What follows belongs to an exercise in optimizing a design on an open flow for small area; a production flow would make more cautious choices.
No run shown here included a check of the RTL's function; only the layout flow was run.
Power figures rest on the tool's default switching activity, not on a simulated workload.

==> flow/design.v (outline; a module is shown in full before it is edited, if it fits) <==
// module color_tracker: 1425 lines
// module fa: 4 lines
// module ha: 4 lines
module color_tracker
(
    input   wire        clk         ,
    input   wire        rst_n       ,
    output  wire [15:0] pix_addr    ,
    output  wire        pix_rden    ,
    input   wire [15:0] pix_data    ,
    output  wire [7:0]  vga_r       ,
    output  wire [7:0]  vga_g       ,
    output  wire [7:0]  vga_b       ,
    output  reg         th_hsync    ,
    output  reg         th_vsync    ,
    output  wire [31:0] x_error     ,
    output  wire [31:0] h_error
 ) ;
function rge;
    input [15:0] a;
    input [15:0] b;
    integer i;
    reg c;
    begin
        c = 1'b1;
        for (i = 0; i < 16; i = i + 1)
            c = (a[i] & ~b[i]) | (~(a[i] ^ b[i]) & c);
  // ...
==> flow/flow/run.sh <==
#!/bin/bash
set -euo pipefail
bash standard.sh "BUFFER_PORTS_ARGS=-buffer_cell sky130_fd_sc_hd__buf_1" \
  "CTS_ARGS=-sink_clustering_enable -repair_clock_nets -buf_list sky130_fd_sc_hd__clkbuf_8 -dont_use_dummy_load -sink_buffer_max_cap_derate 0.5" \
  finish > standard_flow.log 2>&1
==> flow/standard.sh <==
#!/bin/bash
# synth_recipe.tcl (not shown) runs the flow's synth.tcl, then flattens the netlist and writes it again
# the make line also repeats each setting of config.mk as NAME=value (left out here)
make -C /OpenROAD-flow-scripts/flow DESIGN_CONFIG=/design/flow/config.mk WORK_HOME=/design/flow/orfs CLKGATE_MAP_FILE= SYNTH_SCRIPT=/design/flow/synth_recipe.tcl "${@:-finish}"
==> flow/config.mk <==
export PLATFORM = sky130hd
export DESIGN_NAME = color_tracker
export DESIGN_NICKNAME = color_tracker
export VERILOG_FILES = /design/flow/design.v
export SDC_FILE = /design/flow/constraint.sdc
export NUM_CORES = 4
export LEC_CHECK = 0
export CAP_MARGIN = 20
export CORE_MARGIN = 2
export CORE_UTILIZATION = 65
export CTS_BUF_LIST = sky130_fd_sc_hd__clkbuf_8
export SLEW_MARGIN = 20
export SYNTH_HIERARCHICAL = 1
==> flow/constraint.sdc <==
create_clock -name core_clock -period 12.0 [get_ports {clk}]
set_input_delay 2.4000 -clock core_clock [delete_from_list [all_inputs] [get_ports {clk}]]
set_output_delay 2.4000 -clock core_clock [all_outputs]
set_load 0.01 [all_outputs]
==> summary.md, run 1 <==
| Metric | Value |
|---|---|
| Outcome | finished clean |
| Crit path from | y1[0]$_DFF_PN0_ |
| Placement Setup Slack | 0.559 ns |
| CTS buffer count | 17 |
| Tot GR Track Use | 0.270 |
| R2r setup slk | 5.29 ns |
| YS warnings | 7 |
| Top-count cell post-synth | fa_1 |
| Cells after synthesis | 1249 |
| Clock Power Share | 0.219 |
| Most used cell, CP | fa_1 |
| Int Pwr | 924 uW |
| Switching Share | 0.324 |
| Syn Nets | 1556 |
| Total setup buffers inserted after CTS | 0 |
| Global-route track usage on met2 | 0.459 |
| Maximum vdd drop | 0.118 mV |
| Simple-Gate Fraction of Synth Area | 0.162 |
| Worst-margin pin slew | 0.980 ns |
| Signal buf overhead | 0.0406 |
| Number of nets in the layout | 1606 |
| GR Util met1 | 0.363 |
| Power Total | 1370 uW |
| Max Clk Rate | 86.1 MHz |
| Post-synth EDFFs | 0 |
| Number of cells in the finished layout apart from fillers | 1562 |
| Seq Cell Count | 167 |
| Vias | 8836 |
| Synth-to-Final Area Change | 4.09% |
| Starting DRC count in detailed routing | 552 |
| Worst path arrival time | 9.21 ns |
| Hold Fails Final Rpt | 0 |
| Compound-Gate Fraction of Synth Area | 0.0707 |
| Endpoints failing setup | 0 |
| Worst hold path class | flip-flop to flip-flop |
| RSZ-0062 raised after global routing | false |
| Ports | 125 |
| CP top delay family | adder cells |
| Post-route cell area | 13600 um^2 |
| Sequential share of the synthesized area | 0.293 |
| MaxCap Viol Count | 0 |
==> inputs of run 2 (changes only) <==
--- a/flow/design.v
+++ b/flow/design.v
@@ -678,56 +678,44 @@
 wire fs_527;
 wire fc_528;
 wire fs_529;
 wire fc_530;
 wire fs_531;
 wire fc_532;
 wire fs_533;
 wire fc_534;
-wire hs_535;
-wire hc_536;
+wire fs_535;
+wire fc_536;
 wire fs_537;
 wire fc_538;
 wire fs_539;
 wire fc_540;
 wire fs_541;
 wire fc_542;
-wire fs_543;
-wire fc_544;
+wire hs_543;
+wire hc_544;
 wire fs_545;
 wire fc_546;
 wire fs_547;
 wire fc_548;
 wire fs_549;
 wire fc_550;
 wire xs_551;
 wire xc_552;
 wire fs_553;
 wire fc_554;
 wire fs_555;
 wire fc_556;
 wire fs_557;
 wire fc_558;
-wire fs_559;
-wire fc_560;
-wire fs_561;
-wire fc_562;
-wire fs_563;
-wire fc_564;
-wire fs_565;
-wire fc_566;
-wire cs_567;
-wire cs_568;
-wire cs_569;
-wire cs_570;
-wire cs_571;
-wire cs_572;
-wire cs_573;
-wire cs_574;
+wire cs_559;
+wire cs_560;
+wire cs_561;
+wire cs_562;
 wire [19:0] hv;
 ha u_ha1 (.a(d3[12]), .b(d3[11]), .s(hs_1), .co(hc_2));
 fa u_fa1 (.a(d3[13]), .b(d3[12]), .c(hc_2), .s(fs_3), .co(fc_4));
 fa u_fa2 (.a(d3[14]), .b(d3[13]), .c(fc_4), .s(fs_5), .co(fc_6));
 fa u_fa3 (.a(d3[15]), .b(d3[14]), .c(fc_6), .s(fs_7), .co(fc_8));
 ha u_ha2 (.a(d3[15]), .b(fc_8), .s(hs_9), .co(hc_10));
 ha u_ha3 (.a(d3[7]), .b(d3[5]), .s(hs_11), .co(hc_12));
 fa u_fa4 (.a(d3[8]), .b(d3[6]), .c(hc_12), .s(fs_13), .co(fc_14));
@@ -1169,61 +1157,53 @@
 fa u_fa126 (.a(fs_485), .b(fc_484), .c(fc_518), .s(fs_519), .co(fc_520));
 fa u_fa127 (.a(fs_487), .b(fc_486), .c(fc_520), .s(fs_521), .co(fc_522));
 fa u_fa128 (.a(fs_489), .b(fc_488), .c(fc_522), .s(fs_523), .co(fc_524));
 fa u_fa129 (.a(fs_491), .b(fc_490), .c(fc_524), .s(fs_525), .co(fc_526));
 fa u_fa130 (.a(fs_493), .b(fc_492), .c(fc_526), .s(fs_527), .co(fc_528));
 fa u_fa131 (.a(fs_495), .b(fc_494), .c(fc_528), .s(fs_529), .co(fc_530));
 fa u_fa132 (.a(fs_497), .b(fc_496), .c(fc_530), .s(fs_531), .co(fc_532));
 fa u_fa133 (.a(fs_499), .b(fc_498), .c(fc_532), .s(fs_533), .co(fc_534));
-ha u_ha73 (.a(fs_501), .b(fc_500), .s(hs_535), .co(hc_536));
-fa u_fa134 (.a(fs_503), .b(fc_502), .c(hc_536), .s(fs_537), .co(fc_538));
-fa u_fa135 (.a(fs_505), .b(fc_504), .c(fc_538), .s(fs_539), .co(fc_540));
-fa u_fa136 (.a(fs_507), .b(fc_506), .c(fc_540), .s(fs_541), .co(fc_542));
-fa u_fa137 (.a(fs_509), .b(fc_508), .c(fc_542), .s(fs_543), .co(fc_544));
-fa u_fa138 (.a(hs_511), .b(fc_510), .c(fc_544), .s(fs_545), .co(fc_546));
+fa u_fa134 (.a(fs_501), .b(fc_500), .c(fc_534), .s(fs_535), .co(fc_536));
+fa u_fa135 (.a(fs_503), .b(fc_502), .c(fc_536), .s(fs_537), .co(fc_538));
+fa u_fa136 (.a(fs_505), .b(fc_504), .c(fc_538), .s(fs_539), .co(fc_540));
+fa u_fa137 (.a(fs_507), .b(fc_506), .c(fc_540), .s(fs_541), .co(fc_542));
+ha u_ha73 (.a(fs_509), .b(fc_508), .s(hs_543), .co(hc_544));
+fa u_fa138 (.a(hs_511), .b(fc_510), .c(hc_544), .s(fs_545), .co(fc_546));
 fa u_fa139 (.a(~wr_375), .b(hc_512), .c(fc_546), .s(fs_547), .co(fc_548));
 assign fs_549 = wr_376 ^ wr_375 ^ fc_548;
-assign xs_551 = ~(fs_501 ^ fc_500);
-assign xc_552 = (fs_501 | fc_500);
-fa u_fa141 (.a(fs_503), .b(fc_502), .c(xc_552), .s(fs_553), .co(fc_554));
-fa u_fa142 (.a(fs_505), .b(fc_504), .c(fc_554), .s(fs_555), .co(fc_556));
-fa u_fa143 (.a(fs_507), .b(fc_506), .c(fc_556), .s(fs_557), .co(fc_558));
-fa u_fa144 (.a(fs_509), .b(fc_508), .c(fc_558), .s(fs_559), .co(fc_560));
-fa u_fa145 (.a(hs_511), .b(fc_510), .c(fc_560), .s(fs_561), .co(fc_562));
-fa u_fa146 (.a(~wr_375), .b(hc_512), .c(fc_562), .s(fs_563), .co(fc_564));
-assign fs_565 = wr_376 ^ wr_375 ^ fc_564;
-assign cs_567 = fc_534 ? xs_551 : hs_535;
-assign cs_568 = fc_534 ? fs_553 : fs_537;
-assign cs_569 = fc_534 ? fs_555 : fs_539;
-assign cs_570 = fc_534 ? fs_557 : fs_541;
-assign cs_571 = fc_534 ? fs_559 : fs_543;
-assign cs_572 = fc_534 ? fs_561 : fs_545;
-assign cs_573 = fc_534 ? fs_563 : fs_547;
-assign cs_574 = fc_534 ? fs_565 : fs_549;
+assign xs_551 = ~(fs_509 ^ fc_508);
+assign xc_552 = (fs_509 | fc_508);
+fa u_fa141 (.a(hs_511), .b(fc_510), .c(xc_552), .s(fs_553), .co(fc_554));
+fa u_fa142 (.a(~wr_375), .b(hc_512), .c(fc_554), .s(fs_555), .co(fc_556));
+assign fs_557 = wr_376 ^ wr_375 ^ fc_556;
+assign cs_559 = fc_542 ? xs_551 : hs_543;
+assign cs_560 = fc_542 ? fs_553 : fs_545;
+assign cs_561 = fc_542 ? fs_555 : fs_547;
+assign cs_562 = fc_542 ? fs_557 : fs_549;
 assign hv[0] = pp_287;
 assign hv[1] = hs_513;
 assign hv[2] = fs_515;
 assign hv[3] = fs_517;
 assign hv[4] = fs_519;
 assign hv[5] = fs_521;
 assign hv[6] = fs_523;
 assign hv[7] = fs_525;
 assign hv[8] = fs_527;
 assign hv[9] = fs_529;
 assign hv[10] = fs_531;
 assign hv[11] = fs_533;
-assign hv[12] = cs_567;
-assign hv[13] = cs_568;
-assign hv[14] = cs_569;
-assign hv[15] = cs_570;
-assign hv[16] = cs_571;
-assign hv[17] = cs_572;
-assign hv[18] = cs_573;
-assign hv[19] = cs_574;
+assign hv[12] = fs_535;
+assign hv[13] = fs_537;
+assign hv[14] = fs_539;
+assign hv[15] = fs_541;
+assign hv[16] = cs_559;
+assign hv[17] = cs_560;
+assign hv[18] = cs_561;
+assign hv[19] = cs_562;
 wire h_end = (h == 10'd800);
 wire h_200 = (h == 10'd200);
 always @(posedge clk or negedge rst_n) begin
     if (!rst_n)     h <= 10'd636;
     else if (h_end) h <= 10'd0;
     else            h <= h_inc;
 end
 always @(posedge clk or negedge rst_n) begin
==> flow/flow/run.sh (replaced) <==
#!/bin/bash
# The standard layout (standard.sh: the ORFS run, unchanged synthesis),
# with two changes: the buffers ORFS puts on every input and output port are
# the platform's smallest buffer, sky130_fd_sc_hd__buf_1, and clock tree
# synthesis uses clkbuf_8 and inserts no dummy loads.
set -euo pipefail
bash standard.sh "BUFFER_PORTS_ARGS=-buffer_cell sky130_fd_sc_hd__buf_1" \
  "CTS_ARGS=-sink_clustering_enable -repair_clock_nets -buf_list sky130_fd_sc_hd__clkbuf_8 -dont_use_dummy_load" \
  finish > standard_flow.log 2>&1
==> run 2 against run 1 <==
  * Still clean
  * Routed wire length grew 2.2%
  * Sequential cell count did not move
  * Sequential power barely moved
  * Count of clock-buffer cells in the layout unchanged
  * Critical path type unchanged
  * Sequential share of layout area is essentially flat
  * Global-route usage rose by 0.50 points
  * Combinational power is 5.4% higher
  * Clock power hardly changed
  * Core utilization increased by 0.064 points
==> summary.md, run 2 <==
| Metric | Value |
|---|---|
| Worst Clk Skew | 0.0413 ns (was 0.0290 ns) |
| PnR worst setup slack | 0.356 ns (was 0.392 ns) |
| Critical Path RT | 9.60 ns (about the same) |
| Maximum vdd drop | 0.156 mV (was 0.118 mV) |
| Startpoint Class | flip-flop (unchanged) |
| Tightest hold margin | 0.312 ns (was 0.317 ns) |
| MaxCap Viol Count | 0 (unchanged) |
| Largest family of logic cells by synthesized area | adder cells (unchanged) |
| Top FF cell, synth | dfxtp_1 (unchanged) |
| Worst hold path class | flip-flop to flip-flop (unchanged) |
| Die area | 21200 um^2 (was 21300 um^2) |
| RSZ-0062 raised after global routing | false (unchanged) |
| Number of global-route vias before repair | 9254 (was 9069) |
| Clock insertion delay at the later pin of the skew report | 0.48 ns (was 0.45 ns) |
| Top cells by area, synth | fa_1, dfrtp_1, ha_1, dfxtp_1, dfstp_2 (unchanged) |
| TritonRoute pass-1 iters | 5 (unchanged) |
| Compound-Gate Fraction of Synth Area | 0.0766 (was 0.0707) |
| Commonest non-fill, non-tap cells in the layout | ha_1, fa_1, inv_1, buf_1, nand2_1 (was ha_1, fa_1, buf_1, inv_1, nand2_1) |
| Largest area contributor in the netlist | fa_1 (unchanged) |
| Final Slew Violations | 0 (unchanged) |
| Post-Route WL | 27800 um (was 27200 um) |
| Initial antenna violation count | 0 (unchanged) |
| Outcome | finished clean (unchanged) |
| Area of the core | 19600 um^2 (unchanged) |
| Worst-margin pin slew | 1.07 ns (was 0.980 ns) |
| Post-DP HPWL | 22100 um (was 21400 um) |
| Port Buffers | 124 (unchanged) |
| Largest net degree at the start of global routing | 55 (was 64) |
| Starting DRC count in detailed routing | 545 (was 552) |
| # DRC | 0 (unchanged) |
| Max H-tree Level | 4 (unchanged) |
| Most common library cells after synthesis | ha_1, fa_1, inv_1 (was fa_1, ha_1, inv_1) |
| Slew headroom | 0.282 (was 0.344) |
| Ys async rst share | 0.557 (unchanged) |
| ANT cells | 0 (unchanged) |
| Cells after synthesis | 1254 (was 1249) |
| Min Tclk post-route | 11.64 ns (was 11.61 ns) |
| Crit Path Class | flip-flop to output port (unchanged) |
| CTS max path bufs | 2 (unchanged) |
| Cts hold-fix bufs | 0 (unchanged) |
| Max Clk Rate | 85.9 MHz (was 86.1 MHz) |
| Post-route ant nets | 0 (unchanged) |
| Sequential share of the synthesized area | 0.295 (was 0.293) |
| Tot GR Track Use | 0.275 (was 0.270) |
| CTS buffer count | 17 (unchanged) |
| Most common cell after layout, fill and taps aside | ha_1 (unchanged) |
| Synth top area share | 0.218 (was 0.223) |
| Syn Nets | 1557 (was 1556) |
| Ports | 125 (unchanged) |
| RePlAce Congestion | 0.915 (was 0.877) |
| Post-Synth Adder-Cell Area | 0.356 (was 0.360) |
| Simple-Gate Fraction of Synth Area | 0.163 (was 0.162) |
| Post-layout util | 0.696 (was 0.695) |
| Period utilisation layout | 0.970 (was 0.967) |
| PD cells | 103 nW/um^2 (was 100 nW/um^2) |
| XOR/XNOR share of the synthesized area | 0.0182 (was 0.0181) |
| Root Buffer Master | clkbuf_8 (unchanged) |
| Netlist Area Pre-Place | 13000 um^2 (was 13100 um^2) |
| Placement Setup Slack | 0.0229 ns (was 0.559 ns) |
| # rows | 51 (unchanged) |
| Number of nets in the layout | 1615 (was 1606) |
| Sink Count | 167 (unchanged) |
| Top-count cell post-synth | ha_1 (was fa_1) |
| FF+latch count, synth | 167 (unchanged) |
| Layout cells sized above 1 | 0.0763 (was 0.0609) |
| Synth-to-Final Area Change | 4.73% (was 4.09%) |
| Die Span Y | 146 um (about the same) |
| Vias/cell | 5.64 (was 5.66) |
| CTS tree | yes (unchanged) |
| Yosys cell types | 58 (was 67) |
| CTS clk-pin slew, worst paths | 0.10 ns (was 0.09 ns) |
| Fillcell total | 1569 (was 1567) |
| Leak | 0.00619 uW (was 0.00622 uW) |
| First-pass GRT wire length | 46300 um (was 46100 um) |
| Vias | 8877 (was 8836) |
| Post-DR wirelength/cell | 17.7 um (was 17.4 um) |
| Endpoints failing setup | 0 (unchanged) |
| Worst path arrival time | 9.24 ns (was 9.21 ns) |
| YS warnings | 7 (unchanged) |
| Mux contribution to synthesized area | 0.00951 (was 0.0137) |
| Initial Util | 0.665 (was 0.668) |
| Die width | 146 um (about the same) |
| Crit. End Element | output port (unchanged) |
| Hold Fails Final Rpt | 0 (unchanged) |
| Avg Cell Area, Syn | 10.4 um^2 (was 10.5 um^2) |
| Total grt overflow | 0 (unchanged) |
| Post-synth EDFFs | 0 (unchanged) |
| Setup TNS | 0 ns (unchanged) |
| Worst-path fanout max | 8 (was 10) |
run 2: report_power, final:
group	internal, uW	switching [uW]	total (uW)	leakage [uW]
logic	222	262	484	0.00436
clock network	125	178	303	0.000122
registers	588	23.4	612	0.00172
run 2: per-module statistics from Yosys, one instance, submodules excluded:
| module | flops+latches | cell area, um^2 | cells inside | times used |
|---|---|---|---|---|
| color_tracker | 167 | 9370 | 1047 | 1 |
| fa | 0 | 20.0 | 1 | 141 |
| ha | 0 | 12.5 | 1 | 66 |
run 2: path summary, 6_finish.rpt:
check | start | end | slack [ns] | depth (start not counted)
worst max-delay path | y1[0]$_DFF_PN0_ | h_error[22] | 0.36 | 26
worst min-delay path | d2[12]$_DFF_P_ | d3[12]$_DFF_P_ | 0.31 | 0
worst max register to register | d3[11]$_DFF_P_ | nb0$_DFF_PN0_ | 5.22 | 17
worst min register to register | d2[12]$_DFF_P_ | d3[12]$_DFF_P_ | 0.31 | 0
max in group asynchronous | rst_n | y0[4]$_DFF_PN0_ | 8.91 | 2
min in group asynchronous | rst_n | h[7]$_DFF_PN0_ | 1.93 | 1
run 2: per-stage QoR:
step	power, uW	cells	cell area (um^2)
4_1_cts	1420	1575	13600
2_1_floorplan	984	1254	13000
6_report	1400	1575	13600
3_5_place_dp	1110	1555	13300
3_3_place_gp	1070	1555	13300
5_1_grt	1520	1575	13600
run 2: layout make-up:
type | count | area, um^2 | share of cell area
repair buffers | 143 | 629 | 0.0462
clock buffers | 17 | 234 | 0.0172
inverters | 115 | 432 | 0.0317
well taps | 265 | 332 | 0.0243
multi-input cells | 868 | 8180 | 0.600
flip-flops and latches | 167 | 3830 | 0.281
run 2: repair_timing:
item | in CTS | in global routing
gates resized for setup | 4 | 20
endpoints found under the hold margin | 0 | 0
gates cloned | 0 | 0
setup endpoints to repair | 13 | 16
setup buffers | 3 | 0
pin swaps | 2 | 1
run 2: worst max-delay path, stage by stage (launching register included):
cell and delay, ns:
dfrtp_1 0.38, inv_1 0.08, ha_1 0.15, inv_1 0.05, fa_1 0.37, fa_1 0.39, fa_1 0.40, fa_2 0.36
fa_2 0.36, fa_1 0.39, fa_1 0.41, or2_2 0.30, fa_1 0.48, fa_1 0.40, fa_1 0.51, fa_1 0.45
fa_2 0.41, fa_2 0.36, fa_2 0.35, fa_2 0.35, fa_1 0.38, fa_1 0.39, fa_2 0.37, mux2i_2 0.24
xnor2_2 0.16, buf_6 0.15, buf_1 0.15
run 2: cells by family (layout without fill, tap and decap cells):
kind of cell,Yosys count,after routing
buffers and inverters,219,275
flip-flops,167,167
XOR/XNOR,27,27
adder cells (fa/ha/maj),285,285
other,1,1
AND/OR/NAND/NOR,384,384
AO/OA/AOI/OAI,159,159
multiplexers,12,12
run 2: layer usage:
metal	wire length, um	global-route usage	vias to the layer above	part of all wire
met5	0	0	-	0
met4	886	0.107	0	0.032
met3	1110	0.0489	49	0.040
met2	14000	0.472	227	0.50
met1	11800	0.349	4379	0.43
li1	-	-	4222	-

## port drivers added, routing unchanged
The flow's constraints put no driver on any port. The routed layouts listed below were extracted and timed again, unchanged, in two steps. Step 1 (the two cells are an assumption about what drives the block):
set clk [get_ports {clk}]
set_driving_cell -lib_cell sky130_fd_sc_hd__clkbuf_16 $clk
set_driving_cell -lib_cell sky130_fd_sc_hd__buf_2 [delete_from_list [all_inputs] $clk]
Step 2 times the ports against the registers' clock, not the clock port: input delays grow and output delays shrink by t, the midpoint of the rising clock arrivals with the driver on. a / b / c = ideal ports / drivers / drivers and shift; a / b = the first two.
run | shift t [ns] | setup slack, ns | hold WS [ns] | worst setup path after step 2
run 1 | 0.475 | 0.392 / 0.354 / 0.829 | 0.317 / 0.317 / 0.317 | register to output
run 2 | 0.497 | 0.356 / 0.314 / 0.811 | 0.312 / 0.312 / 0.312 | register to output
After both steps setup and hold are still met in every run listed.
